Background: an optimization exercise with open tools, aiming at small area, a short achievable clock period and few clock cycles. Do not read the settings as production practice. Where RTL was checked, it was by simulation tests only, not by an equivalence proof against the original. Power is estimated from default activity; no workload was simulated.

## SME
module SME(clk,reset,chardata,isstring,ispattern,valid,match,match_index);
Settings: LEC_CHECK=0, CAP_MARGIN=20, CORE_MARGIN=2, CORE_UTILIZATION=60, SETUP_SLACK_MARGIN=3.0, SLEW_MARGIN=20; clock period 6.0 ns.
run.sh (not shown) runs the stock make flow with config.mk's settings and CLKGATE_MAP_FILE= SYNTH_SCRIPT=/design/flow/synth_recipe.tcl, a recipe that flattens the netlist after the stock synthesis.
The starting point completed without violations.
Then changed:
- ABC_CLOCK_PERIOD_IN_PS: not set -> 2500
- CORE_UTILIZATION: 60 -> 40
- SETUP_SLACK_MARGIN: 3.0 -> 3.5
Hold slack degrades by 0.0031 ns. Clock power grows by about 4%. Sequential cell count does not change. Setup slack gets better by 0.041 ns. Power increases by 14%. Synthesized area does not change. Via count is higher by 6.0%. Routed wire length came out higher by 12%.
Then changed:
- ABC_CLOCK_PERIOD_IN_PS: 2500 -> not set
The new run ran to the end with no violations; area after synthesis is unchanged; cell count stays the same; cell area does not change; wire length stays the same; count of clock-buffer cells in the layout stays the same; global-route usage is unchanged; power is unchanged; first-iteration DRC count stays the same; die area does not change; via count is unchanged; non-clock buffer count does not change.
No run of this note included a check of the RTL's function; only the layout flow was run.


The RTL this note starts from:
==> flow/design.v <==
module SME(clk,reset,chardata,isstring,ispattern,valid,match,match_index);
input clk;
input reset;
input [7:0] chardata;
input isstring;
input ispattern;
output match;
output [4:0] match_index;
output valid;
integer i;
reg [7:0] S [0:31];      
reg [7:0] pstn [2:7];    
reg [4:0] off;           
reg [4:0] wp;            
reg       str_ff;        
reg       pat_ff;        
reg [3:0] jcnt;          
reg       rep;           
reg       rend;          
reg       valid_r;
reg       caret;         
reg       stopped;       
reg [31:0] c;            
reg [4:0] b;             
reg [7:0] rb;            
reg       match_r;
reg [4:0] idx_r;
assign valid = valid_r;
assign match = match_r;
assign match_index = idx_r;
function [6:0] pe8;
    input [7:0] v;
    input [23:0] pl;
    reg [7:0] a;
    reg [5:0] q [0:7];       
    integer n, k;
    begin
        a = v;
        for (k = 0; k < 8; k = k + 1) q[k] = {3'd0, pl[3*k +: 3]};
        for (n = 0; n < 3; n = n + 1) begin
            for (k = 0; k < 8; k = k + 1) begin
                if (k % (2 << n) == 0) begin
                    if (!a[k]) q[k] = q[k + (1 << n)];
                    q[k][3 + n] = ~a[k];
                    a[k] = a[k] | a[k + (1 << n)];
                end
            end
        end
        pe8 = {a[0], q[0]};
    end
endfunction
function [3:0] pe4;
    input [3:0] v;
    input [3:0] pb;
    begin
        pe4[3]   = |v;
        pe4[2:1] = v[0] ? 2'd0 : v[1] ? 2'd1 : v[2] ? 2'd2 : 2'd3;
        pe4[0]   = v[0] ? pb[0] : v[1] ? pb[1] : v[2] ? pb[2] : pb[3];
    end
endfunction
function [4:0] add5;
    input [4:0] a, b;
    reg cy;
    integer n;
    begin
        cy = 1'b0;
        for (n = 0; n < 5; n = n + 1) begin
            add5[n] = cy ? ~(a[n] ^ b[n]) : (a[n] ^ b[n]);
            cy = (a[n] ^ b[n]) ? cy : a[n];
        end
    end
endfunction
function [31:0] thermo;
    input [4:0] a;
    reg le;
    integer n, k;
    begin
        for (k = 0; k < 32; k = k + 1) begin
            le = 1'b1;                       
            for (n = 0; n < 5; n = n + 1)
                le = (a[n] == k[n]) ? le : k[n];
            thermo[k] = le;
        end
    end
endfunction
wire       pv   = ispattern | rep;
reg  [7:0] rnext;                
always @(*) begin
    case (jcnt[2:0])
        3'd1: rnext = ~pstn[2];
        3'd2: rnext = ~pstn[3];
        3'd3: rnext = ~pstn[4];
        3'd4: rnext = ~pstn[5];
        3'd5: rnext = ~pstn[6];
        3'd6: rnext = ~pstn[7];
        default: rnext = 8'h00;
    endcase
end
wire [7:0] src   = rep ? rb : chardata;
wire       first = (jcnt == 4'd0);
wire       isC   = rep ? (rb == 8'h5E) : (chardata == 8'h5E);
wire       zero  = rep ? (rb == 8'h00) : (chardata == 8'h00);
wire       stopc = zero & (~caret | (jcnt != 4'd1));
wire       skip  = first ? isC : (stopped | stopc);
reg [31:0] eq;
always @(*) begin
    for (i = 0; i < 32; i = i + 1) eq[i] = (S[i] == src);
end
wire [31:0] x = (first ? 32'hFFFFFFFF : c) & (eq | {32{skip}});
wire term   = pat_ff & ~ispattern;
wire repgo  = term & caret & (jcnt == 4'd1);
wire endc   = (term & ~repgo) | rend;
wire noterm = ~caret & ~stopped & jcnt[3];
wire [31:0] pr = c & {c[0], c[31:1]};
wire [3:0]  ml = {1'b1, b[1:0] != 2'd3, ~b[1], b[1:0] == 2'd0};   
reg  [7:0]  anyU, anyA;
reg  [23:0] plU, plA;
reg  [3:0]  gu, gm;
always @(*) begin
    for (i = 0; i < 8; i = i + 1) begin
        gu = pe4(c[4*i +: 4], pr[4*i +: 4]);
        gm = pe4(c[4*i +: 4] & ml, pr[4*i +: 4]);
        anyU[i] = gu[3];
        plU[3*i +: 3] = gu[2:0];
        anyA[i] = (i > b[4:2]) ? gu[3] : (i == b[4:2]) ? gm[3] : 1'b0;
        plA[3*i +: 3] = (i == b[4:2]) ? gm[2:0] : gu[2:0];
    end
end
wire [6:0] pa = pe8(anyA, plA);
wire [6:0] pc = pe8(anyU, plU);
wire [4:0] ks  = pa[6] ? {pa[5:3], pa[2:1]} : {pc[5:3], pc[2:1]};   
wire       nxt = pa[6] ? pa[0] : pc[0];
wire found = pc[6] & ~noterm;
reg       end2;          
reg       nxt_r;
reg [4:0] ks_r;
reg  [4:0] d_r;
wire [4:0] idx  = add5(ks_r, 5'd2 - b);  
wire [4:0] offn = add5(ks_r, d_r);      
wire [4:0] slot = str_ff ? wp : off;
always @(posedge clk or posedge reset) begin
    if (reset) begin
        for (i = 0; i < 32; i = i + 1) S[i] <= 8'h00;
    end else if (isstring) begin
        for (i = 0; i < 32; i = i + 1) if (slot == i) S[i] <= chardata;
    end
end
always @(posedge clk or posedge reset) begin
    if (reset) begin
        for (i = 2; i < 8; i = i + 1) pstn[i] <= 8'h00;
    end else begin
        for (i = 2; i < 8; i = i + 1)
            if ((ispattern | term) && jcnt == i) pstn[i] <= ispattern ? ~chardata : 8'hFF;
    end
end
always @(posedge clk or posedge reset) begin
    if (reset) begin
        off <= 5'd0;
        wp <= 5'd0;
        str_ff <= 1'b0;
        pat_ff <= 1'b0;
        jcnt <= 4'd0;
        rep <= 1'b0;
        rend <= 1'b0;
        valid_r <= 1'b0;
        end2 <= 1'b0;
    end else begin
        str_ff <= isstring;
        pat_ff <= ispattern;
        if (end2) off <= offn;
        wp <= slot + 5'd1;
        if (pv) jcnt <= jcnt + 4'd1;
        else if (repgo) jcnt <= 4'd1;
        else jcnt <= 4'd0;
        rep <= repgo | (rep & (jcnt != 4'd7));
        rend <= rep & (jcnt == 4'd7);
        end2 <= endc & found;
        valid_r <= (endc & ~found) | end2;    
    end
end
always @(posedge clk) begin
    if (pv) begin
        if (first) begin
            caret <= isC;
            stopped <= 1'b0;
        end else if (stopc) stopped <= 1'b1;
    end
    rb <= rep ? rnext : 8'h00;
    nxt_r <= nxt;
    ks_r <= ks;
    d_r <= off - b + 5'd1;
    match_r <= end2 & nxt_r;
    idx_r <= end2 ? idx : 5'd1;
end
always @(posedge clk or posedge reset) begin
    if (reset) begin
        c <= 32'd0;
        b <= 5'd0;
    end else if (pv) begin
        c <= {x[30:0], x[31]};
        b <= first ? (isC ? off : off + 5'd1) : b + 5'd1;
    end
end
endmodule
clock: 6.0 ns
lec_check: 0
abc_area: 1
cap_margin: 20
core_margin: 2
core_utilization: 60
cts_buf_list: sky130_fd_sc_hd__clkbuf_8 sky130_fd_sc_hd__clkbuf_16
cts_cluster_diameter: 60
cts_cluster_size: 20
setup_slack_margin: 4.0
slew_margin: 20
Testbench counts at the start, summed over its fixed seeds: cycles 3,283.
Rerun with:
- SETUP_SLACK_MARGIN: 4.0 -> 3.8
Result: Synthesized cell count does not change; total power goes down by roughly a tenth; sequential cell count does not change; sequential share of layout area goes up by 3.4 points; final cell count goes down by a few percent; global-route usage goes down by 2.7 points; sequential power goes down slightly; worst setup slack gets better by 0.035 ns.

re-timing with driven ports:
How much do the figures lean on ideal ports? The routed layouts below were timed once more, with nothing changed but the port constraints. Step 1, drivers: a clkbuf_16 drives clk and a buf_2 each remaining input, both assumed. Step 2 also shifts input and output timing later by t, the mid clock arrival at the registers, as if the neighbouring blocks saw the same clock. Three values: ideal, step 1, step 2; two values: the first two.
run | shift t [ns] | slack for setup (ns) | pins driven straight from the clock port
the first run of note 1 | 0.639 | 2.420 / 2.420 / 2.420 | 1
the second run of note 1 | 0.649 | 2.462 / 2.462 / 2.462 | 1
the third run of note 1 | 0.649 | 2.462 / 2.462 / 2.462 | 1
the first run of note 2 | 0.599 | 3.644 / 3.676 / 3.078 | 1
the second run of note 2 | 0.663 | 3.679 / 3.623 / 3.073 | 1
After both steps every run listed still meets setup and hold. The setup slack of the second run of note 2, which loses most, moves by -0.056 ns with the drivers and by -0.606 ns with both steps.
